Source: an optimization exercise on an open RTL-to-GDS flow (aim: small area). Production flows keep margins and buffers that such runs may drop.
At most, simulation tests tie the RTL to the original design; equivalence was not proved.
Function not checked in runs 2 to 4: the RTL went through the layout flow alone.
The flow treats the clock pin as an ideal source, which a real chip does not have.
Power is estimated from default activity; no workload was simulated.

==> design/flow/design.v <==
module xor_gate(
    input logic [7:0] A,
    input logic [7:0] B,
    output logic [7:0] Y
);
    assign Y = A^B;
endmodule
`timescale 1ns/1ps
module xor_encrypt(
        input logic clk,
        input logic valid_in,
        input logic [7:0] key,
        input logic [255:0] code,
        output logic [255:0] code_out,
        output logic valid_out
);
logic [255:0] d;    
logic [255:0] r;    
logic [7:0] p0;
logic [7:0] bs1_2;
logic [7:0] bs1_3;
logic [7:0] p1;
logic [7:0] p2;
logic [7:0] p3;
logic [7:0] bs4_5;
logic [7:0] bs4_6;
logic [7:0] p4;
logic [7:0] p5;
logic [7:0] p6;
logic [7:0] bs7_8;
logic [7:0] bs7_9;
logic [7:0] p7;
logic [7:0] p8;
logic [7:0] p9;
logic [7:0] bs10_11;
logic [7:0] bs10_12;
logic [7:0] p10;
logic [7:0] p11;
logic [7:0] p12;
logic [7:0] bs13_14;
logic [7:0] bs13_15;
logic [7:0] p13;
logic [7:0] p14;
logic [7:0] p15;
logic [7:0] bs16_17;
logic [7:0] bs16_18;
logic [7:0] p16;
logic [7:0] p17;
logic [7:0] p18;
logic [7:0] bs19_20;
logic [7:0] bs19_21;
logic [7:0] p19;
logic [7:0] p20;
logic [7:0] p21;
logic [7:0] bs22_23;
logic [7:0] bs22_24;
logic [7:0] p22;
logic [7:0] p23;
logic [7:0] p24;
logic [7:0] bs25_26;
logic [7:0] bs25_27;
logic [7:0] p25;
logic [7:0] p26;
logic [7:0] p27;
logic [7:0] bs28_29;
logic [7:0] bs28_30;
logic [7:0] bs28_31;
logic [7:0] p28;
logic [7:0] p29;
logic [7:0] p30;
logic [7:0] p31;
xor_gate u_p0 (.A(key), .B(code[7:0]), .Y(p0));
xor_gate u_bs1_2 (.A(code[15:8]), .B(code[23:16]), .Y(bs1_2));
xor_gate u_bs1_3 (.A(bs1_2), .B(code[31:24]), .Y(bs1_3));
xor_gate u_p1 (.A(p0), .B(code[15:8]), .Y(p1));
xor_gate u_p2 (.A(p0), .B(bs1_2), .Y(p2));
xor_gate u_p3 (.A(p0), .B(bs1_3), .Y(p3));
xor_gate u_bs4_5 (.A(code[39:32]), .B(code[47:40]), .Y(bs4_5));
xor_gate u_bs4_6 (.A(bs4_5), .B(code[55:48]), .Y(bs4_6));
xor_gate u_p4 (.A(p3), .B(code[39:32]), .Y(p4));
xor_gate u_p5 (.A(p3), .B(bs4_5), .Y(p5));
xor_gate u_p6 (.A(p3), .B(bs4_6), .Y(p6));
xor_gate u_bs7_8 (.A(code[63:56]), .B(code[71:64]), .Y(bs7_8));
xor_gate u_bs7_9 (.A(bs7_8), .B(code[79:72]), .Y(bs7_9));
xor_gate u_p7 (.A(p6), .B(code[63:56]), .Y(p7));
xor_gate u_p8 (.A(p6), .B(bs7_8), .Y(p8));
xor_gate u_p9 (.A(p6), .B(bs7_9), .Y(p9));
xor_gate u_bs10_11 (.A(code[87:80]), .B(code[95:88]), .Y(bs10_11));
xor_gate u_bs10_12 (.A(bs10_11), .B(code[103:96]), .Y(bs10_12));
xor_gate u_p10 (.A(p9), .B(code[87:80]), .Y(p10));
xor_gate u_p11 (.A(p9), .B(bs10_11), .Y(p11));
xor_gate u_p12 (.A(p9), .B(bs10_12), .Y(p12));
xor_gate u_bs13_14 (.A(code[111:104]), .B(code[119:112]), .Y(bs13_14));
xor_gate u_bs13_15 (.A(bs13_14), .B(code[127:120]), .Y(bs13_15));
xor_gate u_p13 (.A(p12), .B(code[111:104]), .Y(p13));
xor_gate u_p14 (.A(p12), .B(bs13_14), .Y(p14));
xor_gate u_p15 (.A(p12), .B(bs13_15), .Y(p15));
xor_gate u_bs16_17 (.A(code[135:128]), .B(code[143:136]), .Y(bs16_17));
xor_gate u_bs16_18 (.A(bs16_17), .B(code[151:144]), .Y(bs16_18));
xor_gate u_p16 (.A(p15), .B(code[135:128]), .Y(p16));
xor_gate u_p17 (.A(p15), .B(bs16_17), .Y(p17));
xor_gate u_p18 (.A(p15), .B(bs16_18), .Y(p18));
xor_gate u_bs19_20 (.A(code[159:152]), .B(code[167:160]), .Y(bs19_20));
xor_gate u_bs19_21 (.A(bs19_20), .B(code[175:168]), .Y(bs19_21));
xor_gate u_p19 (.A(p18), .B(code[159:152]), .Y(p19));
xor_gate u_p20 (.A(p18), .B(bs19_20), .Y(p20));
xor_gate u_p21 (.A(p18), .B(bs19_21), .Y(p21));
xor_gate u_bs22_23 (.A(code[183:176]), .B(code[191:184]), .Y(bs22_23));
xor_gate u_bs22_24 (.A(bs22_23), .B(code[199:192]), .Y(bs22_24));
xor_gate u_p22 (.A(p21), .B(code[183:176]), .Y(p22));
xor_gate u_p23 (.A(p21), .B(bs22_23), .Y(p23));
xor_gate u_p24 (.A(p21), .B(bs22_24), .Y(p24));
xor_gate u_bs25_26 (.A(code[207:200]), .B(code[215:208]), .Y(bs25_26));
xor_gate u_bs25_27 (.A(bs25_26), .B(code[223:216]), .Y(bs25_27));
xor_gate u_p25 (.A(p24), .B(code[207:200]), .Y(p25));
xor_gate u_p26 (.A(p24), .B(bs25_26), .Y(p26));
xor_gate u_p27 (.A(p24), .B(bs25_27), .Y(p27));
xor_gate u_bs28_29 (.A(code[231:224]), .B(code[239:232]), .Y(bs28_29));
xor_gate u_bs28_30 (.A(bs28_29), .B(code[247:240]), .Y(bs28_30));
xor_gate u_bs28_31 (.A(bs28_30), .B(code[255:248]), .Y(bs28_31));
xor_gate u_p28 (.A(p27), .B(code[231:224]), .Y(p28));
xor_gate u_p29 (.A(p27), .B(bs28_29), .Y(p29));
xor_gate u_p30 (.A(p27), .B(bs28_30), .Y(p30));
xor_gate u_p31 (.A(p27), .B(bs28_31), .Y(p31));
assign d[7:0] = p0;
assign d[15:8] = p1;
assign d[23:16] = p2;
assign d[31:24] = p3;
assign d[39:32] = p4;
assign d[47:40] = p5;
assign d[55:48] = p6;
assign d[63:56] = p7;
assign d[71:64] = p8;
assign d[79:72] = p9;
assign d[87:80] = p10;
assign d[95:88] = p11;
assign d[103:96] = p12;
assign d[111:104] = p13;
assign d[119:112] = p14;
assign d[127:120] = p15;
assign d[135:128] = p16;
assign d[143:136] = p17;
assign d[151:144] = p18;
assign d[159:152] = p19;
assign d[167:160] = p20;
assign d[175:168] = p21;
assign d[183:176] = p22;
assign d[191:184] = p23;
assign d[199:192] = p24;
assign d[207:200] = p25;
assign d[215:208] = p26;
assign d[223:216] = p27;
assign d[231:224] = p28;
assign d[239:232] = p29;
assign d[247:240] = p30;
assign d[255:248] = p31;
always_ff @(posedge clk) begin
    valid_out <= valid_in;
end
always_ff @(posedge clk) begin
    if (valid_in) r <= d;
end
assign code_out[7:0] = r[7:0];
assign code_out[15:8] = r[15:8];
assign code_out[23:16] = r[23:16];
assign code_out[31:24] = r[31:24];
assign code_out[39:32] = r[39:32];
assign code_out[47:40] = r[47:40];
assign code_out[55:48] = r[55:48];
assign code_out[63:56] = r[63:56];
assign code_out[71:64] = r[71:64];
assign code_out[79:72] = r[79:72];
assign code_out[87:80] = r[87:80];
assign code_out[95:88] = r[95:88];
assign code_out[103:96] = r[103:96];
assign code_out[111:104] = r[111:104];
assign code_out[119:112] = r[119:112];
assign code_out[127:120] = r[127:120];
assign code_out[135:128] = r[135:128];
assign code_out[143:136] = r[143:136];
assign code_out[151:144] = r[151:144];
assign code_out[159:152] = r[159:152];
assign code_out[167:160] = r[167:160];
assign code_out[175:168] = r[175:168];
assign code_out[183:176] = r[183:176];
assign code_out[191:184] = r[191:184];
assign code_out[199:192] = r[199:192];
assign code_out[207:200] = r[207:200];
assign code_out[215:208] = r[215:208];
assign code_out[223:216] = r[223:216];
assign code_out[231:224] = r[231:224];
assign code_out[239:232] = r[239:232];
assign code_out[247:240] = r[247:240];
assign code_out[255:248] = r[255:248];
endmodule
==> design/flow/flow/run.sh <==
#!/bin/bash
# Own layout flow: the standard flow (standard synthesis unchanged), with the port
# buffers that global placement inserts on every input and output made the smallest
# buffer, sky130_fd_sc_hd__buf_1, instead of the default pick. Everything else is as in
# the standard flow. make's full output goes to flow_make.log in this folder; ORFS
# writes each step's log under orfs/logs/.
set -euo pipefail
export BUFFER_PORTS_ARGS="-buffer_cell sky130_fd_sc_hd__buf_1"
bash standard.sh finish > flow_make.log 2>&1
test -f out/final.def
==> design/flow/standard.sh <==
#!/bin/bash
# synth_recipe.tcl (not shown) runs the flow's synth.tcl, then flattens the netlist and writes it again
# the make line also repeats each setting of config.mk as NAME=value (left out here)
make -C /OpenROAD-flow-scripts/flow DESIGN_CONFIG=/design/flow/config.mk WORK_HOME=/design/flow/orfs CLKGATE_MAP_FILE= SYNTH_SCRIPT=/design/flow/synth_recipe.tcl "${@:-finish}"
==> design/flow/config.mk <==
export PLATFORM = sky130hd
export DESIGN_NAME = xor_encrypt
export DESIGN_NICKNAME = xor_encrypt
export VERILOG_FILES = /design/flow/design.v
export SDC_FILE = /design/flow/constraint.sdc
export NUM_CORES = 4
export LEC_CHECK = 0
export CAP_MARGIN = 20
export CORE_MARGIN = 2
export CORE_UTILIZATION = 40
export CTS_BUF_LIST = sky130_fd_sc_hd__clkbuf_16
export CTS_CLUSTER_DIAMETER = 100
export CTS_CLUSTER_SIZE = 24
export SLEW_MARGIN = 20
export SYNTH_HIERARCHICAL = 1
export SYNTH_MINIMUM_KEEP_SIZE = 0
==> design/flow/constraint.sdc <==
create_clock -name core_clock -period 4.0 [get_ports {clk}]
set_input_delay 0.8000 -clock core_clock [delete_from_list [all_inputs] [get_ports {clk}]]
set_output_delay 0.8000 -clock core_clock [all_outputs]
set_load 0.01 [all_outputs]
==> out/results.ini, run 1 <==
[grt]
grt_usage_pct = 19.8
grt_busiest_layer = met2
first_global_vias = 7424
met1_usage_pct = 20.7
grt-ovfl-total = 0
antenna_found_initial = 3
grt_pass1_wl_um = 44400
grt_max_degree = 56
use_met2_pct = 36.9
use_met3_pct = 6.60

[die]
die_w_um = 173
fp.coreArea_um2 = 27900
dieArea_um2 = 29900
row_count = 61
num_io_pins = 523
fp.dieH_um = 173
initial_core_util_pct = 40.9

[timing]
setup_viol = 0
rsz0062_at_grt = no
min_period_over_period_pct = 87.5
max_freq_mhz = 286
fin_crit_ns = 3.50
maxSlewHeadroom_pct = 48.8
hold_viol = 0
finalMaxSlewViolations = 0
tightest_slew_ns = 0.767

[pwr]
intPower_uw = 7700
irDropWorstVdd_v = 0.000363
power_leakage_uw = 0.00570
seqPwrFrac_pct = 42.2
p_clk_share_pct = 12.6
swShare_pct = 36.2
p_comb_share_pct = 45.2
p_per_area_nw_per_um2 = 768
power_switching_uw = 4370
power_uw = 12100

[clock_network]
cts_max_level = 1
clk_path_buf_depth = 3
postCtsSetupRepairBufs = 0
ctsResizeCount = 0
cts.clk_slew.worst_paths_ns = 0.09
numCtsBuffers = 14
cts_tree = yes
postCtsHoldBufs = 0
root_buffer = clkbuf_16
clock_sinks = 257

[detailed_routing]
drc = 0
wl_um = 30600
drtPass1Iterations = 5
wire_per_inst_um = 18.1
vias = 7161
post_drt_via_cell_ratio = 4.25
drtIter0Drc = 358
antenna_left = 0

[worst_setup_path]
cp.required_ns = 4.22
critPathMaxStageDelay_ns = 0.32
arrival_ns = 3.72
critPathKind = in2reg
path_delay_family = XOR/XNOR gates
path_buf_inv = 1
cp-start-kind = input pin
slowest_stage = xor2_2
crit_top_cell = xor2_2
worstPathCellList = buf_1 -> xor2_4 -> xor2_2 -> xor2_2 -> xor2_2 -> xor2_2 -> xor2_2 -> xor2_2 -> xor2_2 -> xor2_2 -> xor2_2 -> xor2_2 -> xor2_1
endpoint_kind = register
crit_fanout = 5

[placed_design]
dpl.hpwl_um = 25300
portBuffers = 522
place_congestion = 0.840
placedCellCount = 1662

[synth]
synthTopCellsByCount = xor2_1, edfxtp_1, dfxtp_1
ys.flop_type = edfxtp_1
synth_fp_nets = 947
yosysTopAreaCell = edfxtp_1
syn-cell-area_um2 = 11400
syn_area_per_cell_um2 = 16.8
yosysTopAreaCellShare_pct = 67.3
seq_area_frac_synth_pct = 67.5
post-synth-top-count-cell = xor2_1
synth.distinct_cells = 3
synth_edf_count = 256
netlist_instances = 681
synth-seq-cells = 257
yosysWarningCount = 7
synth.top_cells.by_area = edfxtp_1, xor2_1, dfxtp_1
async_flop_share_pct = 0

[flow_run]
drv_cap = 0

[final_layout]
final_cells = 1685
area_growth_pct = 37.6
final_nets = 1566
drive_gt1_share_pct = 14.9

[run_status]
status = finished clean

[min_path]
hold_path.class = in2reg

per-layer routing:
metal	vias up	wire length, um	share of wire [%]
met2	289	16300	53
li1	3468	-	-
met4	0	1000	3.3
met5	-	0	0
met1	3362	10700	35
met3	42	2580	8.5
cells in the final DEF (no fill, tap or decap), drive strengths merged:
cell / count
buf: 602
xor2: 424
edfxtp: 256
clkbuf: 16
diode: 4
inv: 4
dfxtp: 1
Yosys stat by module, one instance, submodules excluded:
module       cells inside  copies in the design  flip-flops and latches  cell area (um^2)
xor_gate                8                    53                       0              70.1
xor_encrypt           257                     1                     257              7710
through the flow:
stage	hold WS (ns)	setup slack, ns	instance area, um^2	TNS [ns]	utilization, %
final	0.654	0.499	15700	0	56.3
after global routing	0.647	0.257	15700	0	56.3
after CTS	0.630	0.482	15700	0	56.2
after detailed placement	1.15	-0.0318	15300	-0.239	54.8
after global placement	1.15	0.0571	15300	0	54.8
after floorplan	0.828	-0.132	12200	-2.99	-
cell type report:
| type | instances | area, um^2 |
|---|---|---|
| clock inverters | 4 | 20.0 |
| fillers | 2423 | 12200 |
| diodes | 4 | 10.0 |
| clock buffers | 15 | 375 |
| multi-input cells | 424 | 4520 |
| repair buffers | 603 | 2610 |
| flip-flops and latches | 257 | 7710 |
| well taps | 378 | 473 |
cell families after synthesis:
group,Yosys count,synth area share (%)
flops,257,67.5
xor+xnor,424,32.5
power by group through the flow:
stage	clock, uW	sequential, uW	combinational, uW
6_report	1520	5100	5450
5_1_grt	1650	5210	5920
4_1_cts	1580	5110	5540
3_5_place_dp	0	5180	5520
3_3_place_gp	0	5160	5440
2_1_floorplan	0	5750	2510
state kept, by name (all words and copies together), names as in the netlist:
name       count
r            256
valid_out      1
worst paths after layout:
kind / from / end / slack [ns] / cells past startpoint
min: code[225] / r[225]$_DFFE_PP_ / 0.65 / 2
max: code[15] / r[239]$_DFFE_PP_ / 0.50 / 13
==> inputs of run 2 (changes only) <==
--- a/design/flow/design.v
+++ b/design/flow/design.v
@@ -65,6 +65,5 @@
 logic [7:0] bs28_29;
-logic [7:0] bs28_30;
-logic [7:0] bs28_31;
 logic [7:0] p28;
 logic [7:0] p29;
+logic [7:0] bs30_31;
 logic [7:0] p30;
@@ -118,8 +117,7 @@
 xor_gate u_bs28_29 (.A(code[231:224]), .B(code[239:232]), .Y(bs28_29));
-xor_gate u_bs28_30 (.A(bs28_29), .B(code[247:240]), .Y(bs28_30));
-xor_gate u_bs28_31 (.A(bs28_30), .B(code[255:248]), .Y(bs28_31));
 xor_gate u_p28 (.A(p27), .B(code[231:224]), .Y(p28));
 xor_gate u_p29 (.A(p27), .B(bs28_29), .Y(p29));
-xor_gate u_p30 (.A(p27), .B(bs28_30), .Y(p30));
-xor_gate u_p31 (.A(p27), .B(bs28_31), .Y(p31));
+xor_gate u_bs30_31 (.A(code[247:240]), .B(code[255:248]), .Y(bs30_31));
+xor_gate u_p30 (.A(p29), .B(code[247:240]), .Y(p30));
+xor_gate u_p31 (.A(p29), .B(bs30_31), .Y(p31));
 assign d[7:0] = p0;
==> run 2 against run 1 <==
  * Still clean on timing, DRC and antenna
  * Sequential power about the same
  * Maximum frequency decreased by 5.4%
  * Sequential share of layout area decreased by 0.57 points
  * Largest cell class unchanged
==> out/results.ini, run 2 <==
[detailed_routing]
wire_per_inst_um = 17.9  ; -1.2%
drtPass1Iterations = 5  ; unchanged
vias = 7260  ; +1.4%
antenna_left = 0  ; unchanged
post_drt_via_cell_ratio = 4.28  ; +0.72%
drc = 0  ; unchanged
drtIter0Drc = 379  ; +5.9%
wl_um = 30400  ; -0.55%

[worst_setup_path]
path_delay_family = XOR/XNOR gates
crit_fanout = 3  ; -2
path_buf_inv = 1  ; unchanged
critPathKind = in2reg
worstPathCellList = buf_1 -> xor2_4 -> xor2_2 -> xor2_2 -> xor2_2 -> xor2_2 -> xor2_2 -> xor2_2 -> xor2_2 -> xor2_2 -> xor2_2 -> xor2_2 -> xor2_1 -> xor2_1
critPathMaxStageDelay_ns = 0.31  ; about the same
crit_top_cell = xor2_2
cp.required_ns = 4.22  ; about the same
slowest_stage = xor2_1
cp-start-kind = input pin
endpoint_kind = register
arrival_ns = 3.92  ; +0.20 ns

[final_layout]
area_growth_pct = 40.1
post-route-util_pct = 57.1  ; +0.82 points
reg_top3 = r x256, valid_out x1
fillCellCount = 2378  ; -1.9%
final_cell_mix = buf_1, xor2_1, edfxtp_1
drive_gt1_share_pct = 16.9  ; +2.0 points
final_nets = 1582  ; +1.0%
largest_reg_flops = 256  ; unchanged
multi_input_area_um2 = 4480  ; -0.88%
regMostFlops = r
regArea_um2 = 7710  ; unchanged
layout_commonest_cell = buf_1

[clock_network]
postCtsHoldBufs = 0  ; unchanged
numCtsBuffers = 14  ; unchanged
root_buffer = clkbuf_16
clk_path_buf_depth = 3  ; unchanged
ctsResizeCount = 0  ; unchanged
cts.clk_slew.worst_paths_ns = 0.10  ; about the same
clock_sinks = 257  ; unchanged
cts_tree = yes
cts_max_level = 1  ; unchanged
postCtsSetupRepairBufs = 0  ; unchanged

[timing]
fin_crit_ns = 3.70  ; +0.200 ns
tightest_slew_ns = 0.837  ; +0.0696 ns
setup_viol = 0  ; unchanged
max_freq_mhz = 270  ; -5.4%
rsz0062_at_grt = no
maxSlewHeadroom_pct = 44.2  ; -4.6 points
min_period_over_period_pct = 92.5  ; +5.0 points
setup_ws_ns = 0.298  ; -0.200 ns
finalMaxSlewViolations = 0  ; unchanged
hold_viol = 0  ; unchanged

[grt]
grt_usage_pct = 19.2  ; -0.56 points
grt-ovfl-total = 0  ; unchanged
grt_max_degree = 51  ; -8.9%
first_global_vias = 7316  ; -1.5%
antenna_found_initial = 1  ; -2
grt_pass1_wl_um = 42100  ; -5.2%

[die]
die_w_um = 172  ; -0.30%
row_count = 61  ; unchanged
fp.coreArea_um2 = 27900  ; -0.27%
num_io_pins = 523  ; unchanged
fp.dieH_um = 172  ; -0.30%
initial_core_util_pct = 40.7  ; -0.14 points
dieArea_um2 = 29700  ; -0.60%

[synth]
synthTopCellsByCount = xor2_1, edfxtp_1, dfxtp_1
synth_top_family_by_area = XOR/XNOR gates
syn-cell-area_um2 = 11400  ; -0.61%
synthAdderAreaFrac_pct = 0  ; unchanged
yosysTopAreaCellShare_pct = 67.7  ; +0.42 points
synth.top_cells.by_area = edfxtp_1, xor2_1, dfxtp_1
syn_area_per_cell_um2 = 16.9  ; +0.57%
post-synth-top-count-cell = xor2_1
yosysWarningCount = 7  ; unchanged
synthSimpleGateAreaFrac_pct = 0  ; unchanged
synth_mux_area_share_pct = 0  ; unchanged
synth_compound_area_share_pct = 0  ; unchanged
synth_xor_area_share_pct = 32.1  ; -0.42 points
ys.flop_type = edfxtp_1
seq_area_frac_synth_pct = 67.9  ; +0.42 points
synth_edf_count = 256  ; unchanged
netlist_instances = 673  ; -1.2%
synth.distinct_cells = 3  ; unchanged
yosysTopAreaCell = edfxtp_1
async_flop_share_pct = 0  ; unchanged
synth_fp_nets = 939  ; -0.84%
synth-seq-cells = 257  ; unchanged

[flow_run]
drv_cap = 0  ; unchanged

[run_status]
status = finished clean

[placed_design]
dpl.hpwl_um = 25100  ; -0.63%
dpl_worst_slack_ns = -0.256  ; -0.224 ns
place_congestion = 0.827  ; -1.5%
portBuffers = 522  ; unchanged

[min_path]
worstHoldStart = code[206]
hold_path.class = in2reg
min_path_cells = 2  ; unchanged
min_to = r[206]$_DFFE_PP_

[pwr]
power_leakage_uw = 0.00579  ; +1.7%
irDropWorstVdd_v = 0.000326  ; -10%
p_per_area_nw_per_um2 = 772  ; +0.51%

-- run 2: changes by cell type after synthesis, sizes merged --
cell / before / now
xor2: 424 / 416
-- run 2: cells by family after synthesis --
kind of cell,Yosys count
xor+xnor,416
flops,257
-- run 2: stage by stage --
| step | TNS (ns) | total power (uW) | instance area, um^2 | hold WS (ns) | std cells |
|---|---|---|---|---|---|
| finish | 0 | 12300 | 15900 | 0.673 | 1696 |
| global route | 0 | 13100 | 15900 | 0.652 | 1696 |
| CTS | 0 | 12400 | 15900 | 0.644 | 1695 |
| detailed placement | -2.02 | 10800 | 15500 | 1.16 | 1678 |
| global placement | -0.566 | 10700 | 15500 | 1.16 | 1678 |
| floorplan | -5.21 | 8280 | 12200 | 0.828 | 673 |
-- run 2: worst max-delay path by stage --
stage,startpoint,endpoint,slack [ns],cells past startpoint
5_1_grt,code[23],r[255]$_DFFE_PP_,0.07,14
4_1_cts,code[15],r[247]$_DFFE_PP_,0.25,14
6_report,code[15],r[247]$_DFFE_PP_,0.30,14
3_5_place_dp,code[15],r[247]$_DFFE_PP_,-0.26,14
2_1_floorplan,code[16],r[240]$_DFFE_PP_,-0.32,13
3_3_place_gp,code[15],r[247]$_DFFE_PP_,-0.13,14
-- run 2: modules after synthesis (local to each module, per instance) --
module	flip-flops and latches	cells	area (um^2)
xor_encrypt	257	257	7710
xor_gate	0	8	70.1
-- run 2: layout make-up --
class / instances / area share [%]
tap: 378 / 2.97
clock inverter: 2 / 0.220
timing repair buffer: 627 / 17.8
multi-input combinational: 416 / 28.2
sequential: 257 / 48.5
clock buffer: 15 / 2.36
antenna: 1 / 0.0157
-- run 2: metal layers --
metal / global-route usage [%] / wire [um]
met5: 0 / 0
met4: 6.39 / 908
met3: 6.07 / 2740
met2: 35.5 / 16100
met1: 20.6 / 10600
-- run 2: power by group --
part	switching (uW)	internal (uW)
clock network	826	741
logic	3300	2330
registers	289	4790
total	4410	7860
==> inputs of run 3 (changes only) <==
--- a/design/flow/flow/run.sh
+++ b/design/flow/flow/run.sh
@@ -8,2 +8,3 @@
 export BUFFER_PORTS_ARGS="-buffer_cell sky130_fd_sc_hd__buf_1"
+export PRE_GLOBAL_PLACE_TCL="$PWD/flow/pre_gpl.tcl"
 bash standard.sh finish > flow_make.log 2>&1
==> design/flow/flow/pre_gpl.tcl (new file) <==
remove_buffers
--- a/design/flow/config.mk
+++ b/design/flow/config.mk
@@ -13,2 +13,3 @@
 export CTS_CLUSTER_SIZE = 24
+export GPL_TIMING_DRIVEN = 0
 export SLEW_MARGIN = 20
==> run 3 against run 2 <==
  * Still clean
  * Via count decreased by 0.87%
  * Sequential power barely moved
  * Die area unchanged
  * Sequential cell count unchanged
  * Global-route usage down 0.18 points
  * Final cell count is 1.2% lower
  * Clock-buffer cell count unchanged
  * Maximum frequency decreased by 3.0%
  * Clock power down 3%
  * Core utilization about the same
  * Total power is 0.68% higher
  * Critical endpoint is now r[249]$_DFFE_PP_
  * Largest cell class unchanged
  * Highest routed layer unchanged
==> out/results.ini, run 3 <==
[run_status]
status = finished clean

[worst_setup_path]
worstPathCellList = buf_1 -> xor2_4 -> xor2_2 -> xor2_2 -> xor2_2 -> xor2_2 -> xor2_2 -> xor2_2 -> xor2_2 -> xor2_2 -> xor2_2 -> xor2_2 -> xor2_2 -> xor2_1
path_buf_inv = 1  ; unchanged
cp.required_ns = 4.24  ; +0.02 ns
cp-start-kind = input pin
path_delay_family = XOR/XNOR gates
critPathKind = in2reg
arrival_ns = 4.06  ; +0.14 ns
critPathMaxStageDelay_ns = 0.29  ; -0.02 ns
endpoint_kind = register
slowest_stage = xor2_2
critPathLaunch = code[9]
crit_top_cell = xor2_2
crit_fanout = 4  ; +1

[pwr]
irDropWorstVdd_v = 0.000366  ; +12%
power_switching_uw = 4520  ; +2.5%
swShare_pct = 36.6  ; +0.65 points
intPower_uw = 7840  ; -0.33%
seqPwrFrac_pct = 41.0  ; -0.4 points
p_clk_share_pct = 12.3  ; -0.5 points
p_per_area_nw_per_um2 = 778  ; +0.75%
power_leakage_uw = 0.00573  ; -1.0%
power_uw = 12400  ; +0.68%
p_comb_share_pct = 46.7  ; +0.8 points

[synth]
async_flop_share_pct = 0  ; unchanged
synth_mux_area_share_pct = 0  ; unchanged
syn-cell-area_um2 = 11400  ; unchanged
synthTopCellsByCount = xor2_1, edfxtp_1, dfxtp_1
syn_area_per_cell_um2 = 16.9  ; unchanged
yosysTopAreaCell = edfxtp_1
synth_xor_area_share_pct = 32.1  ; unchanged
netlist_instances = 673  ; unchanged
seq_area_frac_synth_pct = 67.9  ; unchanged
ys.flop_type = edfxtp_1
synth_fp_nets = 939  ; unchanged
synth-seq-cells = 257  ; unchanged
synthAdderAreaFrac_pct = 0  ; unchanged
post-synth-top-count-cell = xor2_1
yosysWarningCount = 7  ; unchanged
synthSimpleGateAreaFrac_pct = 0  ; unchanged
synth_top_family_by_area = XOR/XNOR gates
yosysTopAreaCellShare_pct = 67.7  ; unchanged
synth_compound_area_share_pct = 0  ; unchanged
synth.top_cells.by_area = edfxtp_1, xor2_1, dfxtp_1
synth_edf_count = 256  ; unchanged
synth.distinct_cells = 3  ; unchanged

[grt]
grt-ovfl-total = 0  ; unchanged
antenna_found_initial = 1  ; unchanged
grt_pass1_wl_um = 41700  ; -0.89%
grt_usage_pct = 19.0  ; -0.18 points
first_global_vias = 7259  ; -0.78%
grt_max_degree = 35  ; -31%

[clock_network]
postCtsHoldBufs = 0  ; unchanged
clk_path_buf_depth = 3  ; unchanged
root_buffer = clkbuf_16
cts_tree = yes
cts_max_level = 1  ; unchanged
numCtsBuffers = 14  ; unchanged
clock_sinks = 257  ; unchanged
cts.clk_slew.worst_paths_ns = 0.09  ; about the same

[detailed_routing]
drtIter0Drc = 308  ; -19%
drtPass1Iterations = 4  ; -1
wire_per_inst_um = 18.0  ; +0.55%
wl_um = 30200  ; -0.69%
drc = 0  ; unchanged
antenna_left = 0  ; unchanged
post_drt_via_cell_ratio = 4.30  ; +0.38%
vias = 7197  ; -0.87%

[final_layout]
largest_reg_flops = 256  ; unchanged
fillCellCount = 2342  ; -1.5%
fin_area_um2 = 15900  ; about the same
reg_top3 = r x256, valid_out x1
layout_commonest_cell = buf_1
regMostFlops = r
final_cell_mix = buf_1, xor2_1, edfxtp_1
final_nets = 1557  ; -1.6%
final_cells = 1675  ; -1.2%
area_growth_pct = 40.0  ; about the same
drive_gt1_share_pct = 15.9  ; -1.0 points

[flow_run]
drv_cap = 0  ; unchanged

[placed_design]
place_congestion = 0.810  ; -2.1%
placedCellCount = 1582  ; -5.7%
dpl.hpwl_um = 24300  ; -3.3%
placed_area_um2 = 14800  ; -4.3%
dpl_worst_slack_ns = -1.15  ; -0.897 ns
portBuffers = 522  ; unchanged

[die]
initial_core_util_pct = 40.7  ; unchanged
row_count = 61  ; unchanged
num_io_pins = 523  ; unchanged
die_w_um = 172  ; unchanged
dieArea_um2 = 29700  ; unchanged
fp.dieH_um = 172  ; unchanged
fp.coreArea_um2 = 27900  ; unchanged

[timing]
maxSlewHeadroom_pct = 60.2  ; +16 points
min_period_over_period_pct = 95.4  ; +2.9 points
setup_tns_ns = 0  ; unchanged
tightest_slew_ns = 0.596  ; -0.241 ns
setup_ws_ns = 0.184  ; -0.114 ns
max_freq_mhz = 262  ; -3.0%
hold_viol = 0  ; unchanged
finalMaxSlewViolations = 0  ; unchanged
fin_crit_ns = 3.82  ; +0.114 ns
setup_viol = 0  ; unchanged

[min_path]
hold_path.class = in2reg
worstHoldStart = code[109]

-- run 3: cell counts after synthesis --
Identical to the previous run, type by type.
-- run 3: cells by family after synthesis --
group and Yosys count:
flops 257, xor+xnor 416
-- run 3: what timing repair did --
item                       in CTS  in global routing
pin swaps                      43                 15
setup endpoints to repair      38                 21
gates resized for setup        12                  6
buffers inserted               36                 35
-- run 3: Yosys stat by module, one instance, submodules excluded --
module / cell area [um^2] / times used
xor_gate: 70.1 / 52
xor_encrypt: 7710 / 1
-- run 3: layout make-up --
cell class                 count  area, um^2  share of cell area [%]
antenna                        2        5.00                  0.0315
sequential                   257        7710                    48.5
clock buffer                  15         375                    2.36
tap                          378         473                    2.98
multi-input combinational    416        4620                    29.0
timing repair buffer         602        2700                    17.0
clock inverter                 5        22.5                   0.142
-- run 3: stage by stage --
step / util, % / hold slack (ns)
2_1_floorplan: - / 0.828
3_3_place_gp: 52.5 / 1.16
3_5_place_dp: 53.2 / 1.17
4_1_cts: 56.0 / 0.644
5_1_grt: 57.0 / 0.656
6_report: 57.1 / 0.668
-- run 3: worst paths after layout --
check,cells after the start,end,slack [ns]
setup / recovery,14,r[249]$_DFFE_PP_,0.18
hold / removal,2,r[109]$_DFFE_PP_,0.67
-- run 3: power groups by stage --
stage	registers [uW]	clock network [uW]	logic [uW]
floorplan	5750	0	2530
global placement	5170	0	4720
detailed placement	5150	0	4810
CTS	5080	1590	5430
global route	5200	1640	6280
finish	5070	1520	5770
-- run 3: metal layers --
metal	up-vias	track usage, %	part of all wire, %	wire, um
met5	-	0	0	0
met3	51	6.11	9.1	2750
met2	294	35.3	54	16200
met1	3406	19.9	33	10100
met4	0	7.38	3.8	1160
li1	3446	-	-	-
==> inputs of run 4 (changes only) <==
==> design/flow/flow/run.sh (replaced) <==
#!/bin/bash
# Own layout flow: the standard flow (standard synthesis unchanged) with two changes:
#  - the buffers that global placement puts on every input and output port are the
#    smallest buffer, sky130_fd_sc_hd__buf_1, instead of the default pick;
#  - post_gpl.tcl drops the buffers that timing-driven global placement adds while the
#    clock is still ideal; the repairs after clock tree synthesis add what the real
#    clock timing needs.
# make's full output goes to flow_make.log in this folder; ORFS writes each step's log
# under orfs/logs/.
set -euo pipefail
export BUFFER_PORTS_ARGS="-buffer_cell sky130_fd_sc_hd__buf_1"
export POST_GLOBAL_PLACE_TCL="$PWD/flow/post_gpl.tcl"
bash standard.sh finish > flow_make.log 2>&1
test -f out/final.def
==> design/flow/flow/post_gpl.tcl (new file) <==
# Post global placement hook.
# Drop the buffers that timing-driven global placement added (instances named place*),
# reconnecting their loads to the buffer's input net.
proc drop_place_buffers {} {
  set n 0
  foreach inst [get_cells -quiet place*] {
    set ref [get_property $inst ref_name]
    if { ![regexp {^sky130_fd_sc_hd__(buf|clkbuf)_[0-9]+$} $ref] } { continue }
    set name [get_full_name $inst]
    set in_net [get_nets -of_objects [get_pins $name/A]]
    set out_net [get_nets -of_objects [get_pins $name/X]]
    set loads {}
    foreach pin [get_pins -quiet -of_objects $out_net] {
      if { [get_full_name $pin] != "$name/X" } { lappend loads $pin }
    }
    if { [llength [get_ports -quiet -of_objects $out_net]] > 0 } { continue }
    disconnect_pin $in_net [get_pins $name/A]
    disconnect_pin $out_net [get_pins $name/X]
    foreach pin $loads {
      disconnect_pin $out_net $pin
      connect_pin $in_net $pin
    }
    delete_instance $inst
    delete_net $out_net
    incr n
  }
  puts "Dropped $n placement buffers."
}
drop_place_buffers
--- a/design/flow/config.mk
+++ b/design/flow/config.mk
@@ -11,5 +11,4 @@
 export CTS_BUF_LIST = sky130_fd_sc_hd__clkbuf_16
-export CTS_CLUSTER_DIAMETER = 100
-export CTS_CLUSTER_SIZE = 24
-export GPL_TIMING_DRIVEN = 0
+export CTS_CLUSTER_DIAMETER = 120
+export CTS_CLUSTER_SIZE = 30
 export SLEW_MARGIN = 20
removed: design/flow/flow/pre_gpl.tcl
==> run 4 against run 3 <==
  * Clock-buffer cell count is 2 lower
  * Sequential share of layout area is 0.67 points higher
  * Critical endpoint is now r[253]$_DFFE_PP_
  * Combinational power is 3% lower
  * Final cell count is 1.7% lower
  * Sequential cell count stayed put
  * Maximum frequency is 1.9% lower
==> out/results.ini, run 4 <==
[worst_setup_path]
critPathMaxStageDelay_ns = 0.31  ; +0.02 ns
worstPathCellList = buf_1 -> xor2_4 -> xor2_2 -> xor2_2 -> xor2_2 -> xor2_2 -> xor2_2 -> xor2_2 -> xor2_2 -> xor2_2 -> xor2_2 -> xor2_2 -> xor2_2 -> xor2_1
endpoint_kind = register
path_delay_family = XOR/XNOR gates
arrival_ns = 4.12  ; +0.06 ns
path_buf_inv = 1  ; unchanged
crit_top_cell = xor2_2
cp-start-kind = input pin
crit_fanout = 4  ; unchanged
critPathKind = in2reg
cp.required_ns = 4.23  ; about the same
slowest_stage = xor2_2

[synth]
synth.top_cells.by_area = edfxtp_1, xor2_1, dfxtp_1
seq_area_frac_synth_pct = 67.9  ; unchanged
async_flop_share_pct = 0  ; unchanged
netlist_instances = 673  ; unchanged
yosysTopAreaCell = edfxtp_1
synth.distinct_cells = 3  ; unchanged
syn-cell-area_um2 = 11400  ; unchanged
synthTopCellsByCount = xor2_1, edfxtp_1, dfxtp_1
synth_edf_count = 256  ; unchanged
syn_area_per_cell_um2 = 16.9  ; unchanged
ys.flop_type = edfxtp_1
yosysWarningCount = 7  ; unchanged
yosysTopAreaCellShare_pct = 67.7  ; unchanged
post-synth-top-count-cell = xor2_1
synth-seq-cells = 257  ; unchanged
synth_fp_nets = 939  ; unchanged

[final_layout]
largest_reg_flops = 256  ; unchanged
regMostFlops = r
final_nets = 1532  ; -1.6%
layout_commonest_cell = buf_1
reg_top3 = r x256, valid_out x1
fin_area_um2 = 15700  ; -1.4%
fillCellCount = 2361  ; +0.81%
area_growth_pct = 38.1
drive_gt1_share_pct = 14.0  ; -1.9 points
final_cell_mix = buf_1, xor2_1, edfxtp_1
final_cells = 1647  ; -1.7%
post-route-util_pct = 56.3  ; -0.77 points

[timing]
hold_viol = 0  ; unchanged
tightest_slew_ns = 0.732  ; +0.136 ns
min_period_over_period_pct = 97.3  ; +1.9 points
finalMaxSlewViolations = 0  ; unchanged
fin_crit_ns = 3.89  ; +0.0745 ns
maxSlewHeadroom_pct = 51.2  ; -9.1 points
max_freq_mhz = 257  ; -1.9%
setup_viol = 0  ; unchanged

[detailed_routing]
antenna_left = 0  ; unchanged
wl_um = 29700  ; -1.6%
drc = 0  ; unchanged
drtPass1Iterations = 5  ; +1
drtIter0Drc = 356  ; +16%
vias = 7103  ; -1.3%
wire_per_inst_um = 18.0  ; about the same
post_drt_via_cell_ratio = 4.31  ; +0.37%

[clock_network]
postCtsHoldBufs = 0  ; unchanged
clock_sinks = 257  ; unchanged
cts_tree = yes
clk_path_buf_depth = 3  ; unchanged
cts.clk_slew.worst_paths_ns = 0.11  ; +0.02 ns
cts_max_level = 1  ; unchanged
numCtsBuffers = 12  ; -2
root_buffer = clkbuf_16

[grt]
grt_busiest_layer = met2
met1_usage_pct = 19.7  ; -0.19 points
grt-ovfl-total = 0  ; unchanged
grt_usage_pct = 18.5  ; -0.47 points
first_global_vias = 7015  ; -3.4%
grt_pass1_wl_um = 40500  ; -3.0%
grt_max_degree = 134  ; +280%
antenna_found_initial = 2  ; +1
use_met3_pct = 6.00  ; -0.11 points
use_met2_pct = 35.3  ; about the same

[min_path]
hold_path.class = in2reg
min_path_cells = 2  ; unchanged
worstHoldStart = code[85]
min_to = r[85]$_DFFE_PP_

[pwr]
irDropWorstVdd_v = 0.000320  ; -13%
p_per_area_nw_per_um2 = 771  ; -0.88%
power_leakage_uw = 0.00556  ; -2.9%

[placed_design]
portBuffers = 522  ; unchanged
placedCellCount = 1574  ; -0.51%
placed_area_um2 = 14700  ; -1.0%
dpl.hpwl_um = 23600  ; -3.1%

[flow_run]
drv_cap = 0  ; unchanged

[die]
num_io_pins = 523  ; unchanged
dieArea_um2 = 29700  ; unchanged
die_w_um = 172  ; unchanged
fp.coreArea_um2 = 27900  ; unchanged
fp.dieH_um = 172  ; unchanged
initial_core_util_pct = 40.7  ; unchanged
row_count = 61  ; unchanged

[run_status]
status = finished clean

## run 4: layout make-up
class / count / area (um^2) / area share [%]
multi-input cells: 416 / 4720 / 30.1
clock inverters: 2 / 20.0 / 0.128
clock buffers: 13 / 325 / 2.07
flip-flops and latches: 257 / 7710 / 49.2
repair buffers: 579 / 2430 / 15.5
well taps: 378 / 473 / 3.02
diodes: 2 / 5.00 / 0.0319
## run 4: per-module statistics from Yosys, one instance, submodules excluded
module	cell area, um^2	times used	flip-flops and latches
xor_encrypt	7710	1	257
xor_gate	70.1	52	0
## run 4: power by group
part	internal [uW]	leakage, uW	switching (uW)
clock network	597	0.000172	810
registers	4790	0.00251	297
logic	2220	0.00288	3370
total	7610	0.00556	4480
## run 4: repair_timing
item	in CTS	in global routing
setup endpoints to repair	38	21
gates cloned	0	0
buffers inserted	31	25
gates resized for setup	20	4
pin swaps	37	8
## run 4: cells by family (layout without fill, tap and decap cells)
kind of cell           after synthesis  in the layout  share of synthesized area, %
buffers and inverters                0            594                             0
other                                0              2                             0
flip-flops                         257            257                          67.9
XOR/XNOR                           416            416                          32.1
## run 4: worst max path at each step
stage | startpoint | end | slack [ns] | cells after the start
global route | code[21] | r[245]$_DFFE_PP_ | -0.003 | 14
detailed placement | code[15] | r[247]$_DFFE_PP_ | -1.19 | 14
floorplan | code[16] | r[240]$_DFFE_PP_ | -0.32 | 13
global placement | code[15] | r[247]$_DFFE_PP_ | -0.13 | 14
finish | code[21] | r[253]$_DFFE_PP_ | 0.11 | 14
CTS | code[9] | r[249]$_DFFE_PP_ | 0.01 | 14
## run 4: metal layers
| layer | wire, um | vias up |
|---|---|---|
| met5 | 0 | - |
| met4 | 658 | 0 |
| met3 | 2640 | 28 |
| met2 | 16300 | 287 |
| met1 | 10100 | 3393 |
| li1 | - | 3395 |
## run 4: metrics by stage
stage | TNS, ns | worst slack, ns | power (uW) | hold slack (ns)
detailed placement | -44.48 | -1.19 | 9930 | 1.17
floorplan | -5.21 | -0.325 | 8280 | 0.828
global placement | -0.566 | -0.134 | 10700 | 1.16
CTS | 0 | 0.0142 | 11900 | 0.642
global route | -0.00392 | -0.00276 | 12800 | 0.650
finish | 0 | 0.110 | 12100 | 0.666
==> inputs of run 5 (changes only) <==
--- a/design/flow/design.v
+++ b/design/flow/design.v
@@ -65,5 +65,6 @@
 logic [7:0] bs28_29;
+logic [7:0] bs28_30;
+logic [7:0] bs28_31;
 logic [7:0] p28;
 logic [7:0] p29;
-logic [7:0] bs30_31;
 logic [7:0] p30;
@@ -117,7 +118,8 @@
 xor_gate u_bs28_29 (.A(code[231:224]), .B(code[239:232]), .Y(bs28_29));
+xor_gate u_bs28_30 (.A(bs28_29), .B(code[247:240]), .Y(bs28_30));
+xor_gate u_bs28_31 (.A(bs28_30), .B(code[255:248]), .Y(bs28_31));
 xor_gate u_p28 (.A(p27), .B(code[231:224]), .Y(p28));
 xor_gate u_p29 (.A(p27), .B(bs28_29), .Y(p29));
-xor_gate u_bs30_31 (.A(code[247:240]), .B(code[255:248]), .Y(bs30_31));
-xor_gate u_p30 (.A(p29), .B(code[247:240]), .Y(p30));
-xor_gate u_p31 (.A(p29), .B(bs30_31), .Y(p31));
+xor_gate u_p30 (.A(p27), .B(bs28_30), .Y(p30));
+xor_gate u_p31 (.A(p27), .B(bs28_31), .Y(p31));
 assign d[7:0] = p0;
==> run 5 against run 4 <==
  * Wire length increased by 2.0%
  * Critical endpoint unchanged
  * Clock-buffer cell count unchanged
  * First-iteration DRC count increased by 11%
  * Sequential power about the same
  * Sequential cell count unchanged
  * Setup slack improved by 0.014 ns
  * Total power decreased by 0.40%
  * Synthesized cell count increased by 1.2%
  * Largest power group unchanged
  * Highest routed layer unchanged
  * Still clean on timing, DRC and antenna
  * Final cell count decreased by 0.24%
  * Die area increased by 0.60%
  * Worst hold slack got worse by 0.013 ns
==> out/results.ini, run 5 <==
[run_status]
status = finished clean

[worst_setup_path]
endpoint_kind = register
worstPathCellList = buf_1 -> xor2_4 -> xor2_2 -> xor2_2 -> xor2_2 -> xor2_2 -> xor2_2 -> xor2_2 -> xor2_2 -> xor2_2 -> xor2_2 -> xor2_2 -> buf_4 -> xor2_1
arrival_ns = 4.11  ; about the same
slowest_stage = xor2_2
crit_top_cell = xor2_2
crit_fanout = 5  ; +1
critPathKind = in2reg
cp-start-kind = input pin
critPathMaxStageDelay_ns = 0.31  ; about the same
cp.required_ns = 4.23  ; about the same

[min_path]
worstHoldStart = code[225]
min_path_cells = 2  ; unchanged
hold_path.class = in2reg
min_to = r[225]$_DFFE_PP_

[clock_network]
clk_path_buf_depth = 3  ; unchanged
clock_sinks = 257  ; unchanged
root_buffer = clkbuf_16
cts_tree = yes
cts.clk_slew.worst_paths_ns = 0.11  ; about the same
numCtsBuffers = 12  ; unchanged
cts_max_level = 1  ; unchanged

[synth]
synth.distinct_cells = 3  ; unchanged
ys.flop_type = edfxtp_1
yosysWarningCount = 7  ; unchanged
async_flop_share_pct = 0  ; unchanged
yosysTopAreaCell = edfxtp_1
synth_edf_count = 256  ; unchanged
yosysTopAreaCellShare_pct = 67.3  ; -0.42 points
synth.top_cells.by_area = edfxtp_1, xor2_1, dfxtp_1
synth-seq-cells = 257  ; unchanged
syn-cell-area_um2 = 11400  ; +0.62%
synthTopCellsByCount = xor2_1, edfxtp_1, dfxtp_1
synth_fp_nets = 947  ; +0.85%
post-synth-top-count-cell = xor2_1
seq_area_frac_synth_pct = 67.5  ; -0.42 points
netlist_instances = 681  ; +1.2%
syn_area_per_cell_um2 = 16.8  ; -0.56%

[detailed_routing]
antenna_left = 0  ; unchanged
drtPass1Iterations = 4  ; -1
drtIter0Drc = 396  ; +11%
vias = 7140  ; +0.52%
post_drt_via_cell_ratio = 4.35  ; +0.77%
drc = 0  ; unchanged
wire_per_inst_um = 18.4  ; +2.2%
wl_um = 30300  ; +2.0%

[pwr]
p_comb_share_pct = 45.9  ; -0.4 points
seqPwrFrac_pct = 42.4  ; +0.3 points
intPower_uw = 7560  ; -0.57%
swShare_pct = 37.2  ; +0.11 points
irDropWorstVdd_v = 0.000359  ; +12%
power_switching_uw = 4470  ; -0.11%
p_per_area_nw_per_um2 = 768  ; -0.34%
power_leakage_uw = 0.00553  ; -0.65%
power_uw = 12000  ; -0.40%
p_clk_share_pct = 11.8  ; +0.2 points

[final_layout]
post-route-util_pct = 56.1  ; -0.19 points
final_nets = 1524  ; -0.52%
layout_commonest_cell = buf_1
area_growth_pct = 37.2
fillCellCount = 2397  ; +1.5%
largest_reg_flops = 256  ; unchanged
final_cell_mix = buf_1, xor2_1, edfxtp_1
drive_gt1_share_pct = 12.1  ; -1.9 points
regArea_um2 = 7710  ; unchanged
reg_top3 = r x256, valid_out x1
multi_input_area_um2 = 4820  ; +2.1%
regMostFlops = r

[placed_design]
dpl_worst_slack_ns = -0.959  ; +0.234 ns
portBuffers = 522  ; unchanged
dpl.hpwl_um = 24200  ; +2.7%

[flow_run]
drv_cap = 0  ; unchanged

[timing]
hold_viol = 0  ; unchanged
tightest_slew_ns = 0.776  ; +0.0434 ns
maxSlewHeadroom_pct = 48.3  ; -2.9 points
setup_ws_ns = 0.124  ; +0.0138 ns
finalMaxSlewViolations = 0  ; unchanged
fin_crit_ns = 3.88  ; -0.0138 ns
max_freq_mhz = 258  ; +0.36%
min_period_over_period_pct = 96.9  ; -0.35 points
setup_viol = 0  ; unchanged

[die]
num_io_pins = 523  ; unchanged
row_count = 61  ; unchanged
dieArea_um2 = 29900  ; +0.60%
initial_core_util_pct = 40.9  ; +0.14 points
die_w_um = 173  ; +0.30%
fp.dieH_um = 173  ; +0.30%
fp.coreArea_um2 = 27900  ; +0.27%

[grt]
grt_usage_pct = 19.4  ; +0.91 points
grt_max_degree = 146  ; +9.0%
grt_pass1_wl_um = 43700  ; +8.1%
first_global_vias = 7254  ; +3.4%
antenna_found_initial = 4  ; +2
grt-ovfl-total = 0  ; unchanged

## run 5: layer usage
layer  up-vias  GRT usage [%]  wire length, um
li1       3399              -                -
met1      3424           20.9            10600
met2       280           36.3            16400
met3        37           6.02             2420
met4         0           6.25              867
met5         -              0                0
## run 5: per-module statistics from Yosys (local to each module, per instance)
module,copies in the design,cells inside,area [um^2]
xor_encrypt,1,257,7710
xor_gate,53,8,70.1
## run 5: worst max-delay path by stage
stage               startpoint          endpoint  slack [ns]  cells after the start
floorplan             code[16]  r[224]$_DFFE_PP_       -0.13                     12
global placement      code[10]  r[234]$_DFFE_PP_        0.06                     13
detailed placement    code[15]  r[239]$_DFFE_PP_       -0.96                     13
CTS                   code[15]  r[239]$_DFFE_PP_       0.006                     13
global route          code[13]  r[253]$_DFFE_PP_       -0.03                     14
finish                code[13]  r[253]$_DFFE_PP_        0.12                     14
## run 5: per-stage QoR
step / hold WS [ns] / cells / TNS (ns) / area (um^2)
after CTS: 0.618 / 1618 / 0 / 15400
after detailed placement: 1.15 / 1582 / -43.20 / 14700
after global placement: 1.15 / 1662 / 0 / 15300
after global routing: 0.642 / 1642 / -0.0617 / 15700
final: 0.653 / 1643 / 0 / 15700
after floorplan: 0.828 / 681 / -2.99 / 12200
## run 5: layout make-up
class	instances	share of cell area [%]
timing repair buffer	563	14.7
sequential	257	49.2
multi-input combinational	424	30.7
tap	378	3.02
clock buffer	13	2.08
clock inverter	3	0.152
antenna	5	0.0799
## run 5: worst max-delay path, delay by kind of cell
kind | cells | cell delay, ns
buf+inv | 2 | 0.40
xor+xnor | 12 | 2.88
## run 5: cell families after synthesis
logic type | count (synthesis) | synth area share, %
xor gates and xnor gates | 424 | 32.5
DFF | 257 | 67.5
## run 5: power groups by stage
| stage | clock [uW] | sequential, uW | combinational (uW) |
|---|---|---|---|
| 6_report | 1420 | 5100 | 5520 |
| 5_1_grt | 1550 | 5210 | 5980 |
| 4_1_cts | 1480 | 5110 | 5170 |
| 3_5_place_dp | 0 | 5180 | 4740 |
| 3_3_place_gp | 0 | 5160 | 5440 |
| 2_1_floorplan | 0 | 5750 | 2510 |
## run 5: repair_timing
action	in CTS	in global routing
hold buffers	0	0
pin swaps	38	8
endpoints found under the hold margin	0	0
buffers inserted	20	20
resized for setup	15	12
setup endpoints to repair	43	34
==> inputs of run 6 (changes only) <==
--- a/design/flow/flow/run.sh
+++ b/design/flow/flow/run.sh
@@ -1,3 +1,3 @@
 #!/bin/bash
-# Own layout flow: the standard flow (standard synthesis unchanged) with two changes:
+# Own layout flow: the standard flow (standard synthesis unchanged) with these changes:
 #  - the buffers that global placement puts on every input and output port are the
@@ -6,3 +6,5 @@
 #    clock is still ideal; the repairs after clock tree synthesis add what the real
-#    clock timing needs.
+#    clock timing needs;
+#  - those repairs try buffering before sizing gates up, and small_bufs.tcl keeps them
+#    to the small buffers (no large or delay buffers, no xor2_4).
 # make's full output goes to flow_make.log in this folder; ORFS writes each step's log
@@ -12,2 +14,5 @@
 export POST_GLOBAL_PLACE_TCL="$PWD/flow/post_gpl.tcl"
+export SETUP_MOVE_SEQUENCE="unbuffer,swap,buffer,sizeup"
+export PRE_CTS_TCL="$PWD/flow/small_bufs.tcl"
+export PRE_GLOBAL_ROUTE_TCL="$PWD/flow/small_bufs.tcl"
 bash standard.sh finish > flow_make.log 2>&1
==> design/flow/flow/small_bufs.tcl (new file) <==
# Timing repairs after clock tree synthesis: buffer with the small buffers only.
set_dont_use [get_lib_cells {sky130_fd_sc_hd__buf_4 sky130_fd_sc_hd__buf_6 sky130_fd_sc_hd__buf_8 sky130_fd_sc_hd__buf_12 sky130_fd_sc_hd__buf_16 sky130_fd_sc_hd__xor2_4 sky130_fd_sc_hd__dlygate* sky130_fd_sc_hd__dlymetal* sky130_fd_sc_hd__clkdlybuf* sky130_fd_sc_hd__bufbuf* sky130_fd_sc_hd__clkbuf_4 sky130_fd_sc_hd__clkbuf_8}]
==> run 6 against run 5 <==
  * Highest routed layer unchanged
  * Sequential cell count stayed put
  * Global-route usage hardly changed
  * Still clean on timing, DRC and antenna
  * Critical path type unchanged
  * Sequential power hardly changed
  * Wire length is 0.12% lower
  * Final area is 2.2% lower
  * Worst hold slack worse by 0.0051 ns
  * Critical path depth is 1 lower
  * First-iteration DRC count is 12% higher
  * Final cell count is 0.73% higher
  * Largest power group is now registers
  * Combinational power is 7.6% lower
  * Sequential share of layout area is 1.1 points higher
  * Setup slack better by 0.040 ns
==> out/results.ini, run 6 <==
[synth]
yosysTopAreaCellShare_pct = 67.3  ; unchanged
synth.distinct_cells = 3  ; unchanged
synth_edf_count = 256  ; unchanged
synth_fp_nets = 947  ; unchanged
synth-seq-cells = 257  ; unchanged
yosysWarningCount = 7  ; unchanged
synth.top_cells.by_area = edfxtp_1, xor2_1, dfxtp_1
seq_area_frac_synth_pct = 67.5  ; unchanged
syn_area_per_cell_um2 = 16.8  ; unchanged
post-synth-top-count-cell = xor2_1
yosysTopAreaCell = edfxtp_1
netlist_instances = 681  ; unchanged
synthTopCellsByCount = xor2_1, edfxtp_1, dfxtp_1
async_flop_share_pct = 0  ; unchanged
ys.flop_type = edfxtp_1
syn-cell-area_um2 = 11400  ; unchanged

[worst_setup_path]
slowest_stage = xor2_2
endpoint_kind = register
cp.required_ns = 4.23  ; about the same
cp-start-kind = input pin
crit_path_end = r[243]$_DFFE_PP_
worstPathCellList = buf_1 -> xor2_4 -> xor2_2 -> xor2_2 -> xor2_2 -> xor2_2 -> xor2_2 -> xor2_2 -> xor2_2 -> xor2_2 -> xor2_2 -> xor2_2 -> xor2_1
crit_fanout = 5  ; unchanged
worstSetupPathDepth = 13  ; -1
critPathKind = in2reg
arrival_ns = 4.07  ; -0.04 ns
path_buf_inv = 1  ; -1
path_delay_family = XOR/XNOR gates
critPathLaunch = code[11]
critPathMaxStageDelay_ns = 0.33  ; +0.02 ns
crit_top_cell = xor2_2

[detailed_routing]
antenna_left = 0  ; unchanged
drtIter0Drc = 445  ; +12%
drc = 0  ; unchanged
wire_per_inst_um = 18.3  ; -0.85%
post_drt_via_cell_ratio = 4.34  ; about the same
wl_um = 30200  ; -0.12%
drtPass1Iterations = 4  ; unchanged
vias = 7187  ; +0.66%

[final_layout]
final_cell_mix = buf_1, xor2_1, edfxtp_1
drive_gt1_share_pct = 12.6  ; +0.44 points
area_growth_pct = 34.2
final_nets = 1536  ; +0.79%
reg_top3 = r x256, valid_out x1
layout_commonest_cell = buf_1
largest_reg_flops = 256  ; unchanged
regMostFlops = r

[flow_run]
drv_cap = 0  ; unchanged

[clock_network]
cts.clk_slew.worst_paths_ns = 0.11  ; about the same
cts_tree = yes
clock_sinks = 257  ; unchanged
postCtsHoldBufs = 0  ; unchanged
numCtsBuffers = 12  ; unchanged

[grt]
grt_usage_pct = 19.4  ; -0.042 points
first_global_vias = 7278  ; +0.33%
grt-ovfl-total = 0  ; unchanged
antenna_found_initial = 4  ; unchanged
grt_pass1_wl_um = 43600  ; -0.24%
grt_max_degree = 146  ; unchanged

[die]
num_io_pins = 523  ; unchanged
die_w_um = 173  ; unchanged
fp.dieH_um = 173  ; unchanged
fp.coreArea_um2 = 27900  ; unchanged
initial_core_util_pct = 40.9  ; unchanged
row_count = 61  ; unchanged
dieArea_um2 = 29900  ; unchanged

[pwr]
irDropWorstVdd_v = 0.000361  ; +0.47%
power_leakage_uw = 0.00548  ; -0.87%
p_per_area_nw_per_um2 = 758  ; -1.4%

[run_status]
status = finished clean

[timing]
setup_tns_ns = 0  ; unchanged
min_period_over_period_pct = 95.9  ; -0.99 points
hold_viol = 0  ; unchanged
setup_ws_ns = 0.163  ; +0.0397 ns
maxSlewHeadroom_pct = 48.9  ; +0.61 points
finalMaxSlewViolations = 0  ; unchanged
max_freq_mhz = 261  ; +1.0%
setup_viol = 0  ; unchanged
fin_crit_ns = 3.84  ; -0.0397 ns
tightest_slew_ns = 0.766  ; -0.00914 ns

[placed_design]
dpl_worst_slack_ns = -0.959  ; unchanged
dpl.hpwl_um = 24200  ; unchanged
portBuffers = 522  ; unchanged

[min_path]
hold_path.class = in2reg

==> run 6: cell counts after synthesis <==
Identical to the previous run, type by type.
==> run 6: how the worst min path moves through the flow <==
stage               cells past startpoint       from           endpoint  slack [ns]
finish                                  2  code[225]   r[225]$_DFFE_PP_        0.65
global route                            2   code[61]    r[61]$_DFFE_PP_        0.64
CTS                                     2  code[225]   r[225]$_DFFE_PP_        0.62
detailed placement                      2  code[225]   r[225]$_DFFE_PP_        1.15
global placement                        2  code[227]   r[227]$_DFFE_PP_        1.15
floorplan                               0   valid_in  valid_out$_DFF_P_        0.83
==> run 6: stage by stage <==
stage                     hold slack, ns  total power (uW)  area (um^2)  std cells  util (%)
after global placement              1.15             10600        15300       1662      54.8
final                              0.648             11600        15300       1655      54.9
after detailed placement            1.15              9920        14700       1582      52.7
after floorplan                    0.828              8260        12200        681         -
after global routing               0.642             12300        15300       1654      54.9
after CTS                          0.618             11500        15200       1622      54.3
==> run 6: Yosys stat by module (local to each module, per instance) <==
| module | cells | times used | flip-flops and latches |
|---|---|---|---|
| xor_gate | 8 | 53 | 0 |
| xor_encrypt | 257 | 1 | 257 |
==> run 6: power by group <==
part	switching, uW	internal [uW]	leakage, uW
registers	309	4790	0.00251
logic	3220	1890	0.00279
clock network	819	599	0.000178
==> run 6: kinds of logic (layout without fill, tap and decap cells) <==
family / count (synthesis) / in the layout / synth area share, %
flip-flops: 257 / 257 / 67.5
XOR/XNOR: 424 / 424 / 32.5
other: 0 / 5 / 0
buffers and inverters: 0 / 591 / 0
==> run 6: area by class of cell <==
type | count | area [um^2]
timing repair buffer | 575 | 2260
fill | 2448 | 12600
sequential | 257 | 7710
multi-input combinational | 424 | 4520
tap | 378 | 473
clock buffer | 13 | 325
clock inverter | 3 | 23.8
antenna | 5 | 12.5
==> run 6: routing by layer <==
layer | vias up | share of wire [%] | GRT usage, %
met1 | 3452 | 35 | 20.9
li1 | 3407 | - | -
met4 | 0 | 3.1 | 6.64
met5 | - | 0 | 0
met3 | 41 | 8.1 | 6.02
met2 | 287 | 54 | 35.9
==> run 6: what timing repair did <==
| item | 4_1_cts | 5_1_grt |
|---|---|---|
| resized for setup | 0 | 0 |
| endpoints found under the hold margin | 0 | 0 |
| setup buffers | 24 | 28 |
| setup endpoints to repair | 43 | 37 |
| pin swaps | 38 | 20 |

## what the ideal ports hide
The flow's constraints put no driver on any port. The routed layouts listed below were extracted and timed again, unchanged, in two steps. Step 1, drivers: a clkbuf_16 drives clk and a buf_2 each remaining input, both assumed. Step 2 adds t to the input delays and takes it off the output delays; t is the mean of the earliest and latest rising clock arrival at the registers after step 1. Input paths then give back, and output paths get back, about the clock's delay inside the block. Slacks: no drivers / after step 1 / after step 2; pairs: no drivers / after step 1.
run	t, ns	setup WS [ns]	worst setup path at the end
run 1	0.536	0.499 / 0.525 / -0.011	input to register
run 2	0.522	0.298 / 0.292 / -0.231	input to register
run 3	0.530	0.184 / 0.182 / -0.348	input to register
run 4	0.528	0.110 / 0.134 / -0.394	input to register
run 5	0.528	0.124 / 0.125 / -0.403	input to register
run 6	0.529	0.163 / 0.191 / -0.338	input to register
Met with ideal ports but missed after step 2: setup timing in every run listed. For run 3, which loses most, drivers alone change the setup slack by -0.002 ns; drivers and shift together by -0.532 ns.
